Source: an optimization exercise on an open RTL-to-GDS flow (aim: small area). Production flows keep margins and buffers that such runs may drop.
Function was checked by simulation only, so behaviour that the tests miss may differ from the original.

== build 32 ==
// demodulate
module demodulate (
    input  wire               clk,
    input  wire               rst_n,
    input  wire               valid_in,
    input  wire signed [31:0] real_in,
    input  wire signed [31:0] imag_in,
    output reg                valid_out,
    output wire signed [31:0] demod_out
);
For scale: ~4000 cells after synthesis, about 100 I/O pins, ~36000 sq um of cells after synthesis.
==> flow/config.mk <==
export PLATFORM = sky130hd
export DESIGN_NAME = demodulate
export DESIGN_NICKNAME = demodulate
export VERILOG_FILES = /design/flow/design.v
export SDC_FILE = /design/flow/constraint.sdc
export NUM_CORES = 4
export LEC_CHECK = 0
export ABC_AREA = 1
export CAP_MARGIN = 20
export CORE_MARGIN = 2
export CORE_UTILIZATION = 40
export CTS_CLUSTER_SIZE = 20
export SLEW_MARGIN = 20
==> flow/constraint.sdc <==
create_clock -name core_clock -period 10.0 [get_ports {clk}]
set_input_delay 2.0000 -clock core_clock [delete_from_list [all_inputs] [get_ports {clk}]]
set_output_delay 2.0000 -clock core_clock [all_outputs]
set_load 0.01 [all_outputs]
standard.sh (not shown) runs the stock make flow with config.mk's settings and CLKGATE_MAP_FILE= SYNTH_SCRIPT=/design/flow/synth_recipe.tcl, a recipe that flattens the netlist after the stock synthesis.
==> flow/flow/run.sh <==
#!/bin/bash
# Own flow: the standard synthesis, then flow/invopt.py removes inverters around
# full adders and xor gates (a full adder is self-dual), then the standard layout
# of the modified netlist. Registers, their names and cell types are unchanged.
set -euo pipefail
W=$(pwd)
R=$W/orfs/results/$FLOW_PLATFORM/demodulate/base
bash standard.sh synth > "$W/flow_synth.log" 2>&1
cp "$R/1_2_yosys.v" "$W/1_2_yosys.standard.v"
python3 "$W/flow/invopt.py" "$W/1_2_yosys.standard.v" "$W/1_2_yosys.invopt.v" > "$W/flow_invopt.log" 2>&1
cp "$W/1_2_yosys.invopt.v" "$R/1_2_yosys.v"
rm -f "$R/1_synth.odb" "$R/1_synth.sdc"
bash standard.sh > "$W/flow_layout.log" 2>&1
==> flow/flow/invopt.py <==
#!/usr/bin/env python3
"""Remove inverters around full adders and xor gates in a Yosys-written sky130 netlist.

A full adder is self-dual: FA(~a,~b,~c) = (~sum, ~cout), so each full adder may be
'flipped' (fed complemented inputs; its outputs then carry complemented values).
An xor2/xnor2 gate takes its inputs in whichever polarity is at hand and picks
xor2 or xnor2 (same area) to give its output the polarity wanted. Flips are chosen
with greedy moves and simulated annealing (fixed seed) to minimise inverters; then every inverter not driving a port is rebuilt:
at most one inv_1 per signal that some load needs complemented. Registers and all
other cells keep their names, types and connections.
usage: invopt.py in.v out.v [report]
"""
import re, sys, collections

OUT_PINS = {'X', 'Y', 'Q', 'Q_N', 'SUM', 'COUT', 'HI', 'LO'}
src = open(sys.argv[1]).read()
m = re.search(r'^module\s+(\S+)\s*\((.*?)\);', src, re.M | re.S)
body_start = m.end()
endm = src.rindex('endmodule')
body = src[body_start:endm]
cell_re = re.compile(r'^\s*(sky130_fd_sc_hd__\w+)\s+(\S+)\s*\((.*?)\);', re.M | re.S)
pin_re = re.compile(r'\.(\w+)\(([^()]*)\)')
cells = []
first_cell = None
for cm in cell_re.finditer(body):
    if first_cell is None:
        first_cell = cm.start()
    typ, name, conns = cm.group(1), cm.group(2), cm.group(3)
    pins = [[p, n.strip()] for p, n in pin_re.findall(conns)]
    cells.append([typ, name, pins])
decls = body[:first_cell]
rest = body[first_cell:]
if cell_re.sub('', rest).strip():
    sys.stderr.write("unexpected non-cell statements\n")
    sys.exit(2)
ports = set()
for pm in re.finditer(r'^\s*(input|output)\s+(\[\d+:\d+\]\s+)?(\S+);', decls, re.M):
    rng, nm = pm.group(2), pm.group(3)
    if rng:
        hi, lo = map(int, re.findall(r'\d+', rng))
        for k in range(min(hi, lo), max(hi, lo) + 1):
            ports.add(f"{nm}[{k}]")
    ports.add(nm)

def is_inv(t): return re.match(r'sky130_fd_sc_hd__(clk)?inv_\d+$', t) is not None
def is_fa(t): return re.match(r'sky130_fd_sc_hd__fa_\d+$', t) is not None
XT = {'sky130_fd_sc_hd__xor2_1': ('sky130_fd_sc_hd__xnor2_1', 'X', 'Y'),
      'sky130_fd_sc_hd__xnor2_1': ('sky130_fd_sc_hd__xor2_1', 'Y', 'X')}
def is_x(t): return t in XT

driver = {}
for ci, (t, n, pins) in enumerate(cells):
    for p, net in pins:
        if p in OUT_PINS and net:
            driver[net] = (ci, p)
removable = set()
for ci, (t, n, pins) in enumerate(cells):
    if is_inv(t) and dict(pins)['Y'] not in ports:
        removable.add(ci)
memo = {}
def resolve(net):
    if net in memo:
        return memo[net]
    d = driver.get(net)
    if d is not None and d[0] in removable:
        b, par = resolve(dict(cells[d[0]][2])['A'])
        r = (b, par ^ 1)
    else:
        r = (net, 0)
    memo[net] = r
    return r

flex = {}          # cell index -> kind ('fa' or 'x')
for ci, (t, n, pins) in enumerate(cells):
    if is_fa(t): flex[ci] = 'fa'
    elif is_x(t): flex[ci] = 'x'
fixed0 = set()
out_of = {}        # base net -> flexible cell driving it
for ci in flex:
    for p, net in cells[ci][2]:
        if p in OUT_PINS and net:
            out_of[net] = ci
            if net in ports:
                fixed0.add(ci)
loads = []         # [cell, pin index, base, parity]
base_loads = collections.defaultdict(list)
in_bases = collections.defaultdict(list)
for ci, (t, n, pins) in enumerate(cells):
    if ci in removable:
        continue
    for pi, (p, net) in enumerate(pins):
        if p in OUT_PINS or not net or net.startswith("1'b") or net == 'clk':
            continue
        b, par = resolve(net)
        li = len(loads)
        loads.append((ci, pi, b, par))
        base_loads[b].append(li)
        in_bases[ci].append(b)
flip = collections.defaultdict(int)

def phi(b):
    return flip[out_of[b]] if b in out_of else 0
def req(li):
    ci, pi, b, par = loads[li]
    k = flex.get(ci)
    if k == 'x':
        return None
    return par ^ (flip[ci] if k == 'fa' else 0)
def need_inv(b):
    ph = phi(b)
    for li in base_loads[b]:
        r = req(li)
        if r is not None and r != ph:
            return 1
    return 0
def affected(ci):
    s = set(in_bases[ci]) if flex[ci] == 'fa' else set()
    for p, net in cells[ci][2]:
        if p in OUT_PINS and net:
            s.add(net)
    return s
before = sum(need_inv(b) for b in base_loads)
order = [ci for ci in flex if ci not in fixed0]
import random
rng = random.Random(1)
def greedy():
    for it in range(30):
        changed = 0
        for ci in order:
            aff = affected(ci)
            c0 = sum(need_inv(b) for b in aff)
            flip[ci] ^= 1
            c1 = sum(need_inv(b) for b in aff)
            if c1 < c0:
                changed += 1
            else:
                flip[ci] ^= 1
        if not changed:
            break
greedy()
cur = sum(need_inv(b) for b in base_loads)
best = cur
best_flip = dict(flip)
T = 1.0
for step in range(2000000):
    ci = order[rng.randrange(len(order))]
    aff = affected(ci)
    c0 = sum(need_inv(b) for b in aff)
    flip[ci] ^= 1
    c1 = sum(need_inv(b) for b in aff)
    dlt = c1 - c0
    if dlt <= 0 or rng.random() < pow(2.718, -dlt / T):
        cur += dlt
        if cur < best:
            best = cur
            best_flip = dict(flip)
    else:
        flip[ci] ^= 1
    if step % 100000 == 99999:
        T *= 0.8
flip.clear()
flip.update(best_flip)
greedy()
after = sum(need_inv(b) for b in base_loads)
sys.stderr.write(f"inverters: {sum(1 for c in cells if is_inv(c[0]))} in netlist, {len(removable)} removable; "
                 f"needed before {before}, after {after}; flipped {sum(flip[c] for c in flex)} of {len(flex)}\n")
# rebuild
newwires, newcells, inv_of = [], [], {}
k = 0
for b in sorted(base_loads):
    if need_inv(b):
        k += 1
        nn = f"_invopt_n{k}_"
        inv_of[b] = nn
        newwires.append(nn)
        newcells.append(["sky130_fd_sc_hd__inv_1", f"_invopt_c{k}_", [["A", b], ["Y", nn]]])
xdelta = collections.defaultdict(int)
for li, (ci, pi, b, par) in enumerate(loads):
    r = req(li)
    if r is None:          # xor input: take the base as it physically is
        net = b
        xdelta[ci] ^= phi(b) ^ par
    else:
        net = b if r == phi(b) else inv_of[b]
    cells[ci][2][pi][1] = net
for ci, kind in flex.items():
    if kind == 'x' and (xdelta[ci] ^ flip[ci]):
        t = cells[ci][0]
        nt, op, np_ = XT[t]
        cells[ci][0] = nt
        for pin in cells[ci][2]:
            if pin[0] == op:
                pin[0] = np_
def fmt(net):
    return net + ' ' if net.startswith('\\') else net
out = [src[:body_start], decls]
for nn in newwires:
    out.append(f"  wire {nn};\n")
for ci, (t, n, pins) in enumerate(cells):
    if ci in removable:
        continue
    out.append(f"  {t} {n} (\n" + ",\n".join(f"    .{p}({fmt(net)})" for p, net in pins) + "\n  );\n")
for t, n, pins in newcells:
    out.append(f"  {t} {n} (\n" + ",\n".join(f"    .{p}({fmt(net)})" for p, net in pins) + "\n  );\n")
out.append("endmodule\n")
open(sys.argv[2], 'w').write("".join(out))
Input changes introduced in build 51 (baseline for comparison: build 32):
- CTS_CLUSTER_SIZE removed (was 20)
diff --git a/flow/flow/invopt.py b/flow/flow/invopt.py
--- a/flow/flow/invopt.py
+++ b/flow/flow/invopt.py
@@ -6,5 +6,5 @@
 An xor2/xnor2 gate takes its inputs in whichever polarity is at hand and picks
 xor2 or xnor2 (same area) to give its output the polarity wanted. Flips are chosen
-with greedy moves and simulated annealing (fixed seed) to minimise inverters; then every inverter not driving a port is rebuilt:
+greedily to minimise inverters; then every inverter not driving a port is rebuilt:
 at most one inv_1 per signal that some load needs complemented. Registers and all
 other cells keep their names, types and connections.
@@ -122,44 +122,17 @@
 before = sum(need_inv(b) for b in base_loads)
 order = [ci for ci in flex if ci not in fixed0]
-import random
-rng = random.Random(1)
-def greedy():
-    for it in range(30):
-        changed = 0
-        for ci in order:
-            aff = affected(ci)
-            c0 = sum(need_inv(b) for b in aff)
+for it in range(30):
+    changed = 0
+    for ci in order:
+        aff = affected(ci)
+        c0 = sum(need_inv(b) for b in aff)
+        flip[ci] ^= 1
+        c1 = sum(need_inv(b) for b in aff)
+        if c1 < c0 or (c1 == c0 and it % 2 == 1 and flex[ci] == 'x'):
+            changed += 1 if c1 < c0 else 0
+        else:
             flip[ci] ^= 1
-            c1 = sum(need_inv(b) for b in aff)
-            if c1 < c0:
-                changed += 1
-            else:
-                flip[ci] ^= 1
-        if not changed:
-            break
-greedy()
-cur = sum(need_inv(b) for b in base_loads)
-best = cur
-best_flip = dict(flip)
-T = 1.0
-for step in range(2000000):
-    ci = order[rng.randrange(len(order))]
-    aff = affected(ci)
-    c0 = sum(need_inv(b) for b in aff)
-    flip[ci] ^= 1
-    c1 = sum(need_inv(b) for b in aff)
-    dlt = c1 - c0
-    if dlt <= 0 or rng.random() < pow(2.718, -dlt / T):
-        cur += dlt
-        if cur < best:
-            best = cur
-            best_flip = dict(flip)
-    else:
-        flip[ci] ^= 1
-    if step % 100000 == 99999:
-        T *= 0.8
-flip.clear()
-flip.update(best_flip)
-greedy()
+    if not changed:
+        break
 after = sum(need_inv(b) for b in base_loads)
 sys.stderr.write(f"inverters: {sum(1 for c in cells if is_inv(c[0]))} in netlist, {len(removable)} removable; "
### Flow results
Against build 32, build 51 comes in about 9% higher on final routed wirelength across all metal layers. Summary of build 51 over build 32: path length in cells of the critical path has increased, count of clock-buffer cells in the layout shows a reduction of 4.5%. Register-to-register slack (lower): build 51. Build 51 against build 32: hold slack fell by 0.0036 ns, count of buffers not belonging to the clock network in the layout fell by 1.
Here is what was changed in the inputs of build 20 compared with build 51.
- an added CTS_CLUSTER_SIZE of 24
- an added CTS_CLUSTER_DIAMETER of 100
diff --git a/flow/flow/invopt.py b/flow/flow/invopt.py
--- a/flow/flow/invopt.py
+++ b/flow/flow/invopt.py
@@ -6,5 +6,5 @@
 An xor2/xnor2 gate takes its inputs in whichever polarity is at hand and picks
 xor2 or xnor2 (same area) to give its output the polarity wanted. Flips are chosen
-greedily to minimise inverters; then every inverter not driving a port is rebuilt:
+with greedy moves and simulated annealing (fixed seed) to minimise inverters; then every inverter not driving a port is rebuilt:
 at most one inv_1 per signal that some load needs complemented. Registers and all
 other cells keep their names, types and connections.
@@ -122,17 +122,44 @@
 before = sum(need_inv(b) for b in base_loads)
 order = [ci for ci in flex if ci not in fixed0]
-for it in range(30):
-    changed = 0
-    for ci in order:
-        aff = affected(ci)
-        c0 = sum(need_inv(b) for b in aff)
+import random
+rng = random.Random(1)
+def greedy():
+    for it in range(30):
+        changed = 0
+        for ci in order:
+            aff = affected(ci)
+            c0 = sum(need_inv(b) for b in aff)
+            flip[ci] ^= 1
+            c1 = sum(need_inv(b) for b in aff)
+            if c1 < c0:
+                changed += 1
+            else:
+                flip[ci] ^= 1
+        if not changed:
+            break
+greedy()
+cur = sum(need_inv(b) for b in base_loads)
+best = cur
+best_flip = dict(flip)
+T = 1.0
+for step in range(2000000):
+    ci = order[rng.randrange(len(order))]
+    aff = affected(ci)
+    c0 = sum(need_inv(b) for b in aff)
+    flip[ci] ^= 1
+    c1 = sum(need_inv(b) for b in aff)
+    dlt = c1 - c0
+    if dlt <= 0 or rng.random() < pow(2.718, -dlt / T):
+        cur += dlt
+        if cur < best:
+            best = cur
+            best_flip = dict(flip)
+    else:
         flip[ci] ^= 1
-        c1 = sum(need_inv(b) for b in aff)
-        if c1 < c0 or (c1 == c0 and it % 2 == 1 and flex[ci] == 'x'):
-            changed += 1 if c1 < c0 else 0
-        else:
-            flip[ci] ^= 1
-    if not changed:
-        break
+    if step % 100000 == 99999:
+        T *= 0.8
+flip.clear()
+flip.update(best_flip)
+greedy()
 after = sum(need_inv(b) for b in base_loads)
 sys.stderr.write(f"inverters: {sum(1 for c in cells if is_inv(c[0]))} in netlist, {len(removable)} removable; "
Results
- Build 20 completed every stage of the flow, and the final layout passed the timing, DRC and antenna checks.
- Run comparison: build 20 termination of the worst setup path r1[17]$_DFF_P_; build 51 termination of the worst setup path rem7[5]$_DFF_P_
- Build 20 against build 51: sequential share of layout area higher, met1 global-route usage lower, remaining global-route overflow roughly the same, post-synthesis cell area lower.
- Critical path's slowest cell = sky130_fd_sc_hd__clkdlybuf4s50_1: build 20; critical path's slowest cell = sky130_fd_sc_hd__fa_1: build 51
[inputs] build 54 vs build 20
- swapping 20 for 5 in SLEW_MARGIN
- swapping 20 for 5 in CAP_MARGIN
Notes after the runs:
In summary, build 54 completed successfully, with a layout that passed the timing, DRC and antenna checks.
Between build 54 and build 20, the routed wire length figures differ only marginally.
Number of global-route vias before repair: build 20 vs build 54 identical
Shortest period the worst path allows delta for build 54 relative to build 20: 0.020 ns higher
Cmp build 20 and build 54 / worst slew slack as a fraction of its limit / lower: build 54
Setup slack: build 54 vs build 20 down 0.020 ns
The final core area utilization was comparable across build 20 and build 54.
Changes in build 18 relative to build 54:
- swapping 5 for 10 in SLEW_MARGIN
- swapping 5 for 10 in CAP_MARGIN
Results
Per the final summary, build 18 finished and its layout is clean on timing, DRC and antenna.
Setup slack after layout: build 18 higher than build 54
Build 18 vs. build 54: final instance area held steady, post-detailed-route DRC marker count level, area growth from synthesis to final layout held.
Between build 54 and build 18, the via total after detailed routing figures differ only marginally.
Compared with build 54, build 18 improves first-iteration DRC count.
There was hardly any difference in proportion of cell area spent on the clock network between build 54 and build 18.
Going from build 54 to build 18, sequential share of layout area held steady; hold slack closely matched the old numbers.

==> what the ideal ports hide <==
The flow's constraints put no driver on any port. The routed layouts listed below were extracted and timed again, unchanged, in two steps. Step 1 assumes that a clkbuf_16 drives the clock port and a buf_2 every other input. Step 2, shift: input delay + t, output delay - t, t = (earliest + latest rising clock arrival at the registers) / 2. This alone moves slack from input paths to output paths. Three values: ideal ports, drivers, drivers and shift; two values: the first two.
run | shift t [ns] | setup WS [ns] | worst setup path after step 2 | clock arrival spread, ns | slew at the worst register clock pin (ns)
build 32 | 0.671 | 1.187 / 1.225 / 0.554 | input to register | 0.054 / 0.053 | 0.07 / 0.07
build 51 | 0.670 | 1.088 / 1.088 / 0.755 | input to register | 0.057 / 0.058 | 0.08 / 0.08
build 20 | 0.611 | 1.118 / 1.162 / 0.550 | input to register | 0.022 / 0.023 | 0.09 / 0.09
build 54 | 0.613 | 1.098 / 1.141 / 0.529 | input to register | 0.026 / 0.025 | 0.09 / 0.09
build 18 | 0.611 | 1.130 / 1.173 / 0.562 | input to register | 0.023 / 0.023 | 0.09 / 0.09
After both steps every run listed still meets setup and hold. For build 32, which loses most, drivers alone change the setup slack by +0.038 ns; drivers and shift together by -0.633 ns.
